What follows belongs to an exercise in optimizing a design on an open flow for small area, a short achievable clock period and few clock cycles per item; a production flow would make more cautious choices.
Only simulation tests tie the RTL to the original design; equivalence was not proved.
Power and IR drop assume default switching activity.

==> flow/design.v <==
module BCDConvert(
    input           clk,
    input           rst,
    input           en,
    input   [11:0]  bin_d_in,
    output  [15:0]  bcd_d_out,
    output          rdy
    );
    reg         rdy_q;
    reg  [13:0] q;
    wire [13:0] nx;
    bcd_pre  u_pre  (.b(bin_d_in), .s(nx));
    bcd_post u_post (.s(q), .d(bcd_d_out));
    always @(posedge clk) begin
        q     <= nx;
        rdy_q <= en & ~rst;
    end
    assign rdy = rdy_q;
endmodule
module bcd_pre(input [11:0] b, output [13:0] s);
    wire n27 = ~b[9] & b[11];
    wire n28 = b[10] & ~n27;
    wire n29 = b[9] & ~b[11];
    wire n30 = b[10] & b[11];
    wire n31 = ~b[9] & n30;
    wire n32 = ~n29 & ~n31;
    wire n33 = n28 & n32;
    wire n34 = ~b[8] & n33;
    wire n35 = ~b[10] & b[11];
    wire n36 = ~b[9] & n35;
    wire n37 = b[8] & n36;
    wire n38 = ~n34 & ~n37;
    wire n39 = ~b[8] & n28;
    wire n40 = ~n32 & ~n39;
    wire n41 = ~b[8] & n36;
    wire n42 = ~n40 & ~n41;
    wire n43 = n38 & n42;
    wire n44 = b[7] & n43;
    wire n45 = ~n28 & ~n36;
    wire n46 = b[8] & n45;
    wire n47 = n28 & ~n32;
    wire n48 = ~b[8] & n47;
    wire n49 = ~n46 & ~n48;
    wire n50 = ~n41 & n49;
    wire n51 = ~n42 & ~n50;
    wire n52 = ~b[7] & n51;
    wire n53 = ~n44 & ~n52;
    wire n54 = ~b[7] & ~n38;
    wire n55 = n53 & ~n54;
    wire n56 = ~b[7] & ~n42;
    wire n57 = ~n50 & ~n56;
    wire n58 = ~n54 & ~n57;
    wire n59 = ~b[6] & ~n58;
    wire n60 = ~n55 & ~n59;
    wire n61 = ~n42 & n50;
    wire n62 = ~b[7] & n61;
    wire n63 = b[7] & ~n38;
    wire n64 = ~n62 & ~n63;
    wire n65 = ~b[6] & ~n64;
    wire n66 = ~n60 & ~n65;
    wire n67 = n58 & n64;
    wire n68 = b[6] & n67;
    wire n69 = ~n55 & ~n58;
    wire n70 = ~b[6] & n69;
    wire n71 = ~n68 & ~n70;
    wire n72 = ~n65 & n71;
    wire n73 = ~n66 & n72;
    wire n74 = ~b[5] & n73;
    wire n75 = n55 & ~n58;
    wire n76 = ~b[6] & n75;
    wire n77 = b[6] & ~n64;
    wire n78 = ~n76 & ~n77;
    wire n79 = b[5] & ~n78;
    wire n80 = ~n74 & ~n79;
    wire n81 = ~b[5] & ~n66;
    wire n82 = ~n72 & ~n81;
    wire n83 = ~b[5] & ~n78;
    wire n84 = ~n82 & ~n83;
    wire n85 = n80 & n84;
    wire n86 = b[4] & n85;
    wire n87 = n66 & n78;
    wire n88 = b[5] & n87;
    wire n89 = ~n66 & ~n72;
    wire n90 = ~b[5] & n89;
    wire n91 = ~n88 & ~n90;
    wire n92 = ~n83 & n91;
    wire n93 = ~n84 & ~n92;
    wire n94 = ~b[4] & n93;
    wire n95 = ~n86 & ~n94;
    wire n96 = ~b[4] & ~n80;
    assign s[1] = ~n95 | n96;
    wire n98 = ~b[4] & ~n84;
    wire n99 = ~n92 & ~n98;
    assign s[2] = n96 | n99;
    wire n101 = ~n84 & n92;
    wire n102 = ~b[4] & n101;
    wire n103 = b[4] & ~n80;
    assign s[3] = n102 | n103;
    wire n105 = ~b[4] & n92;
    wire n106 = ~n84 & ~n105;
    assign s[4] = ~n80 | n106;
    wire n108 = ~b[8] & n32;
    wire n109 = n28 & ~n108;
    wire n110 = ~n36 & ~n109;
    wire n111 = ~b[9] & ~b[10];
    wire n112 = b[11] & ~n111;
    wire n113 = ~b[7] & n50;
    wire n114 = ~n42 & ~n113;
    wire n115 = n38 & ~n114;
    wire n116 = n112 & n115;
    wire n117 = ~n110 & ~n116;
    wire n118 = ~n112 & ~n115;
    wire n119 = ~n110 & n112;
    wire n120 = n115 & n119;
    wire n121 = ~n118 & ~n120;
    wire n122 = n117 & n121;
    wire n123 = ~b[6] & n55;
    wire n124 = ~n58 & ~n123;
    wire n125 = n64 & ~n124;
    wire n126 = n122 & n125;
    wire n127 = n110 & n112;
    wire n128 = n115 & n127;
    wire n129 = ~n125 & n128;
    wire n130 = ~n126 & ~n129;
    wire n131 = n117 & n125;
    wire n132 = ~n121 & ~n131;
    wire n133 = n125 & n128;
    wire n134 = ~n132 & ~n133;
    wire n135 = n130 & n134;
    wire n136 = ~b[5] & n72;
    wire n137 = ~n66 & ~n136;
    wire n138 = n78 & ~n137;
    wire n139 = n135 & ~n138;
    wire n140 = ~n117 & ~n128;
    wire n141 = ~n125 & n140;
    wire n142 = n117 & ~n121;
    wire n143 = n125 & n142;
    wire n144 = ~n141 & ~n143;
    wire n145 = ~n133 & n144;
    wire n146 = ~n134 & ~n145;
    wire n147 = n138 & n146;
    wire n148 = ~n139 & ~n147;
    wire n149 = ~n130 & n138;
    assign s[5] = ~n148 | n149;
    wire n151 = ~n134 & n138;
    wire n152 = ~n145 & ~n151;
    assign s[6] = n149 | n152;
    wire n154 = ~n134 & n145;
    wire n155 = n138 & n154;
    wire n156 = ~n130 & ~n138;
    assign s[7] = n155 | n156;
    wire n158 = n138 & n145;
    wire n159 = ~n134 & ~n158;
    assign s[8] = ~n130 | n159;
    wire n161 = n121 & n125;
    wire n162 = n117 & ~n161;
    assign s[9] = n128 | n162;
    wire n164 = n110 & n115;
    assign s[10] = n112 & ~n164;
    assign s[0] = b[3];
    assign s[11] = b[0];
    assign s[12] = b[1];
    assign s[13] = b[2];
endmodule
module bcd_post(input [13:0] s, output [15:0] d);
    wire n32 = ~s[0] & s[2];
    wire n33 = s[1] & ~n32;
    wire n34 = ~s[0] & s[3];
    wire n35 = ~n33 & ~n34;
    wire n36 = ~s[2] & ~s[3];
    wire n37 = s[0] & n36;
    wire n38 = s[1] & s[2];
    wire n39 = ~s[0] & n38;
    wire n40 = ~n37 & ~n39;
    wire n41 = ~n34 & n40;
    wire n42 = ~n35 & n41;
    wire n43 = ~s[13] & n42;
    wire n44 = ~s[1] & s[2];
    wire n45 = ~s[0] & n44;
    wire n46 = s[0] & s[3];
    wire n47 = ~n45 & ~n46;
    wire n48 = s[13] & ~n47;
    wire n49 = ~n43 & ~n48;
    wire n50 = ~s[13] & ~n35;
    wire n51 = ~n41 & ~n50;
    wire n52 = ~s[13] & ~n47;
    wire n53 = ~n51 & ~n52;
    wire n54 = n49 & n53;
    wire n55 = s[12] & n54;
    wire n56 = n35 & n47;
    wire n57 = s[13] & n56;
    wire n58 = ~n35 & ~n41;
    wire n59 = ~s[13] & n58;
    wire n60 = ~n57 & ~n59;
    wire n61 = ~n52 & n60;
    wire n62 = ~n53 & ~n61;
    wire n63 = ~s[12] & n62;
    wire n64 = ~n55 & ~n63;
    wire n65 = ~s[12] & ~n49;
    assign d[1] = ~n64 | n65;
    wire n67 = ~s[12] & ~n53;
    wire n68 = ~n61 & ~n67;
    assign d[2] = n65 | n68;
    wire n70 = ~n53 & n61;
    wire n71 = ~s[12] & n70;
    wire n72 = s[12] & ~n49;
    assign d[3] = n71 | n72;
    wire n74 = ~s[12] & n61;
    wire n75 = ~n53 & ~n74;
    assign d[4] = ~n49 | n75;
    wire n77 = ~s[4] & s[6];
    wire n78 = s[5] & ~n77;
    wire n79 = ~s[4] & s[7];
    wire n80 = ~n78 & ~n79;
    wire n81 = ~s[6] & ~s[7];
    wire n82 = s[4] & n81;
    wire n83 = s[5] & s[6];
    wire n84 = ~s[4] & n83;
    wire n85 = ~n82 & ~n84;
    wire n86 = ~n79 & n85;
    wire n87 = ~n80 & n86;
    wire n88 = ~s[0] & ~s[1];
    wire n89 = s[2] & ~n88;
    wire n90 = ~s[3] & ~n89;
    wire n91 = n87 & n90;
    wire n92 = ~s[5] & s[6];
    wire n93 = ~s[4] & n92;
    wire n94 = s[4] & s[7];
    wire n95 = ~n93 & ~n94;
    wire n96 = ~n90 & ~n95;
    wire n97 = ~n91 & ~n96;
    wire n98 = ~n80 & n90;
    wire n99 = ~n86 & ~n98;
    wire n100 = n90 & ~n95;
    wire n101 = ~n99 & ~n100;
    wire n102 = n97 & n101;
    wire n103 = ~s[13] & n41;
    wire n104 = ~n35 & ~n103;
    wire n105 = n47 & ~n104;
    wire n106 = n102 & ~n105;
    wire n107 = n80 & n95;
    wire n108 = ~n90 & n107;
    wire n109 = ~n80 & ~n86;
    wire n110 = n90 & n109;
    wire n111 = ~n108 & ~n110;
    wire n112 = ~n100 & n111;
    wire n113 = ~n101 & ~n112;
    wire n114 = n105 & n113;
    wire n115 = ~n106 & ~n114;
    wire n116 = ~n97 & n105;
    assign d[5] = ~n115 | n116;
    wire n118 = ~n101 & n105;
    wire n119 = ~n112 & ~n118;
    assign d[6] = n116 | n119;
    wire n121 = ~n101 & n112;
    wire n122 = n105 & n121;
    wire n123 = ~n97 & ~n105;
    assign d[7] = n122 | n123;
    wire n125 = n105 & n112;
    wire n126 = ~n101 & ~n125;
    assign d[8] = ~n97 | n126;
    wire n128 = ~s[8] & s[10];
    wire n129 = s[9] & ~n128;
    wire n130 = s[8] & ~s[10];
    wire n131 = s[9] & s[10];
    wire n132 = ~s[8] & n131;
    wire n133 = ~n130 & ~n132;
    wire n134 = n129 & n133;
    wire n135 = ~s[4] & ~s[5];
    wire n136 = s[6] & ~n135;
    wire n137 = ~s[7] & ~n136;
    wire n138 = n134 & n137;
    wire n139 = ~s[9] & s[10];
    wire n140 = ~s[8] & n139;
    wire n141 = ~n137 & n140;
    wire n142 = ~n138 & ~n141;
    wire n143 = n129 & n137;
    wire n144 = ~n133 & ~n143;
    wire n145 = n137 & n140;
    wire n146 = ~n144 & ~n145;
    wire n147 = n142 & n146;
    wire n148 = n86 & n90;
    wire n149 = ~n80 & ~n148;
    wire n150 = n95 & ~n149;
    wire n151 = n147 & ~n150;
    wire n152 = ~n129 & ~n140;
    wire n153 = ~n137 & n152;
    wire n154 = n129 & ~n133;
    wire n155 = n137 & n154;
    wire n156 = ~n153 & ~n155;
    wire n157 = ~n145 & n156;
    wire n158 = ~n146 & ~n157;
    wire n159 = n150 & n158;
    wire n160 = ~n151 & ~n159;
    wire n161 = ~n142 & n150;
    assign d[9] = ~n160 | n161;
    wire n163 = ~n146 & n150;
    wire n164 = ~n157 & ~n163;
    assign d[10] = n161 | n164;
    wire n166 = ~n146 & n157;
    wire n167 = n150 & n166;
    wire n168 = ~n142 & ~n150;
    assign d[11] = n167 | n168;
    wire n170 = n150 & n157;
    wire n171 = ~n146 & ~n170;
    assign d[12] = ~n142 | n171;
    wire n173 = n133 & n137;
    wire n174 = n129 & ~n173;
    assign d[13] = n140 | n174;
    wire n176 = ~s[8] & ~s[9];
    assign d[14] = s[10] & ~n176;
    assign d[15] = 1'b0;
    assign d[0] = s[11];
endmodule
==> flow/flow/run.sh <==
#!/bin/bash
# Layout flow: the standard flow (standard.sh), with two changes.
# 1. Synthesis is the standard one (ORFS synthesis, then flatten and rename as
#    synth_recipe.tcl does), except that the two logic submodules bcd_pre and
#    bcd_post are kept apart until after technology mapping, and each is mapped
#    by ABC with its own script (flow/abc_pre.script, flow/abc_post.script).
#    The registers are all in the top module and are mapped as usual.
# 2. The port buffers are the platform's smallest buffer (buf_1).
set -euo pipefail
W=$(pwd)
sed "s#SYNTH_SCRIPT=[^ ]*#SYNTH_SCRIPT=$W/flow/synth.tcl#" standard.sh > own.sh
export MY_ABC_PRE=$W/flow/abc_pre.script
export MY_ABC_POST=$W/flow/abc_post.script
bash own.sh "SYNTH_KEEP_MODULES=bcd_pre bcd_post" synth > synth.log 2>&1
bash own.sh "SYNTH_KEEP_MODULES=bcd_pre bcd_post" "BUFFER_PORTS_ARGS=-buffer_cell sky130_fd_sc_hd__buf_1" finish > layout.log 2>&1
==> flow/flow/abc_post.script <==
strash
dch
amap
topo
stime -c
buffer -c
upsize -c
dnsize -c
==> flow/flow/abc_pre.script <==
strash
dc2
dch
amap
topo
stime -c
buffer -c
upsize -c
dnsize -c
==> flow/flow/synth.tcl <==
proc synth {args} { yosys synth -nofsm -noshare {*}$args }
# Same as synth_recipe.tcl (the standard synthesis), except that the technology-mapping abc call
# of ORFS synth.tcl is run once per module: bcd_pre with the ABC script in MY_ABC_PRE,
# bcd_post with the one in MY_ABC_POST, the top module (registers) with ORFS's own script.
proc abc {args} {
  set i [lsearch -exact $args -script]
  foreach {sel var} {bcd_pre MY_ABC_PRE bcd_post MY_ABC_POST BCDConvert NONE} {
    set a $args
    if { $i >= 0 && [info exists ::env($var)] } {
      lset a [expr {$i + 1}] $::env($var)
    }
    puts "abc on $sel: [lindex $a [expr {$i + 1}]]"
    yosys abc {*}$a $sel
  }
}
source $::env(SCRIPTS_DIR)/synth.tcl
# left out here: clear keep_hierarchy, flatten, clean up, hide names made inside functions, write 1_2_yosys.v
==> flow/standard.sh <==
#!/bin/bash
# synth_recipe.tcl (not shown) runs the flow's synth.tcl, then flattens the netlist and writes it again
# the make line also repeats each setting of config.mk as NAME=value (left out here)
make -C /OpenROAD-flow-scripts/flow DESIGN_CONFIG=/design/flow/config.mk WORK_HOME=/design/flow/orfs CLKGATE_MAP_FILE= SYNTH_SCRIPT=/design/flow/synth_recipe.tcl "${@:-finish}"
==> flow/config.mk <==
export PLATFORM = sky130hd
export DESIGN_NAME = BCDConvert
export DESIGN_NICKNAME = BCDConvert
export VERILOG_FILES = /design/flow/design.v
export SDC_FILE = /design/flow/constraint.sdc
export NUM_CORES = 4
export LEC_CHECK = 0
export ABC_AREA = 1
export CAP_MARGIN = 20
export CORE_MARGIN = 2
export CORE_UTILIZATION = 40
export SLEW_MARGIN = 20
==> flow/constraint.sdc <==
create_clock -name core_clock -period 5.0 [get_ports {clk}]
set_input_delay 1.0000 -clock core_clock [delete_from_list [all_inputs] [get_ports {clk}]]
set_output_delay 1.0000 -clock core_clock [all_outputs]
set_load 0.01 [all_outputs]
==> notes.md <==
-- metal layers --
metal,up-vias,track usage
met5,-,0
met4,0,0.04076
met3,0,0.01071
met2,22,0.2184
met1,591,0.1712
li1,750,-
-- per-module statistics from Yosys (local to each module, per instance) --
module	cell area (sq um)	times used	cells	flops+latches
bcd_post	495.5	1	96	0
bcd_pre	610.6	1	93	0
BCDConvert	310.3	1	17	15
-- stage by stage --
step / setup slack [ps] / instances / power [mW]
final: 1934 / 280 / 0.6311
after global routing: 1547 / 280 / 0.7027
after CTS: 1923 / 280 / 0.6386
after detailed placement: 1696 / 276 / 0.5742
after global placement: 1712 / 276 / 0.5730
after floorplan: 2085 / 206 / 0.4819
-- cell families (layout without fill, tap and decap cells) --
kind of cell	after synthesis	in the layout	share of synthesized area
AND/OR/NAND/NOR	75	75	0.2544
AO/OA/AOI/OAI	67	67	0.3878
other	1	1	0.002648
buffers and inverters	48	76	0.1431
flip-flops	15	15	0.2120
-- final timing paths --
| check | start | cells after the start | end |
|---|---|---|---|
| setup / recovery | q[0] | 9 | bcd_d_out[4] |
| hold / removal | bin_d_in[1] | 1 | q[12] |
-- where the power goes --
part	leakage [nW]	switching, mW	internal [mW]	total, mW
clock	0.0150	0.0310	0.0308	0.0619
combinational	0.502	0.258	0.151	0.408
sequential	0.126	0.0193	0.142	0.161
total	0.643	0.308	0.323	0.631
-- flip-flops by register name (all words and copies together) (netlist names) --
register / count
q: 14
rdy_q: 1
-- cells in the final DEF, fill, tap and decap left out, types with 3 or more instances in the layout --
cell type,n
a21oi_1,13
a22oi_1,3
a31oi_1,3
buf_1,30
clkbuf_4,3
dfxtp_1,15
inv_1,30
inv_2,11
nand2_1,17
nand2_2,5
nor2_1,32
nor2_2,9
o21a_1,3
o21ai_0,9
o21ai_1,7
o221ai_1,4
o22ai_1,8
-- area by class of cell --
| type | instances | area (sq um) | share of cell area |
|---|---|---|---|
| Sequential cell | 15 | 300.3 | 0.1915 |
| Clock buffer | 4 | 26.28 | 0.01676 |
| Inverter | 42 | 157.7 | 0.1006 |
| Multi-Input combinational cell | 143 | 913.4 | 0.5826 |
| Timing Repair Buffer | 30 | 112.6 | 0.07183 |
| Tap cell | 46 | 57.56 | 0.03671 |
==> reports/qor.yml <==
hold_viol_final: 0
gp_congestion: 0.7296
synth_cell_types: 41
drtIter0Drc: 70
wl_met1_microns: 1236
final.setup.tns_ps: 0
clock-root-buffer: "clkbuf_4"
port_buffers: 30
syn_inst: 206
post-route-cell-area_sq_um: 1568
maxSlewViolCount: 0
die_area_sq_um: 4033
hold_buffers: 0
ys.flop_type: "dfxtp_1"
grt_first_pass_wirelength_microns: 4464
grt_pass1_vias: 1189
synth_area_leaders: "dfxtp_1 21%, nor2_1 8.5%, inv_1 8.0%"
yosys.area.top_type: "dfxtp_1"
grt_max_degree: 9
yosys-top-cells-count: "32 x nor2_1, 30 x inv_1, 17 x nand2_1"
cts_buffers: 3
synth_edf_count: 0
post_dp_cell_area_sq_um: 1541
wl_met3_microns: 55
path_clk_slew_ps: 80
grt_overflow: 0
vdd_drop_max_mv: 0.1286
synthArstFlopShare: 0
cts_tree: "done"
antenna_found_initial: 0
met2_length_microns: 1130
syn_avg_cell_area_sq_um: 6.876
cp.required_ps: 4000
die_y_microns: 63.51
track_usage: 0.1285
endpoint_kind: "output port"
yosysMostFrequentCell: "nor2_1"
final_util: 0.4661
routed_via_density: 4.868
hpwl_microns: 2083
fin_crit_sh: 0.6131
p_per_area_nw_per_um2: 402.6
syn_area_sq_um: 1416
slowest_delay_ps: 470
ant_nets: 0
rows: 21
setup_viol_count_final: 0
critPathKind: "flip-flop to output port"
critPathMaxFanout: 4
area_delta_synth_final_pct: 10.69
cts_setup_buffers: 0
timing.critical_path.mode_cell: "inv_2"
crit_family: "compound AO/OA/AOI/OAI gates"
path_cells: "inv_2, nor3_1, a311oi_2, inv_2, a222oi_1, inv_1, nor2_1, o21ai_1, buf_1"
hp-class: "primary input to flip-flop"
leakage_nw: 0.6427
wl_microns: 2422
yosysSeqAreaShare: 0.2120
io_pins: 32
final_layout_size_suffix_gt1_frac: 0.2009
n_antenna_cell: 0
cp.arrival_ps: 2070
cts.repair.resized: 0
highest_layer: "met3"
crit_path_start_kind: "flip-flop"
min_period_ps: 3066
cp_slowest_cell: "a222oi_1"
cp_num_buf_inv: 4
vias: 1363
die_w_microns: 63.51
synth_top_cell_area_share: 0.2120
clockBufferDepth: 2
syn_nets: 221
fillers: 373
hold_ws_ps: 817.0
design.core.area_sq_um: 3363
rsz0062_at_grt: "false"
status: "complete, no violations"
max_freq_ghz: 0.3262
cts.sinks: 15
htree_levels: 1
final_nets: 250
drc: 0
synth_seq_cells: 15
start_util: 0.4211
firstDrtPassIters: 6
ys_warn_count: 1
avgRoutedWirePerCell_microns: 8.650
maxCapViolCount: 0
Testbench counts, summed over its fixed seeds: cycles 3,200, items 1,600.

static timing again, ports no longer ideal:
How much do the figures lean on ideal ports? The routed layout below was timed once more, with nothing changed but the port constraints.
Step 1, drivers: a clkbuf_16 drives clk and a buf_2 each remaining input, both assumed.
Step 2 times the ports against the registers' clock, not the clock port: input delays grow and output delays shrink by t, the midpoint of the rising clock arrivals with the driver on.
a / b / c = no drivers / after step 1 / after step 2; a / b = the first two.
shift t [ns]: 0.281
setup slack, ns: 1.934 / 1.917 / 1.695
hold slack, ns: 0.817 / 0.822 / 1.103
After both steps setup and hold are still met in this run. For this run, drivers alone change the setup slack by -0.017 ns; drivers and shift together by -0.239 ns.
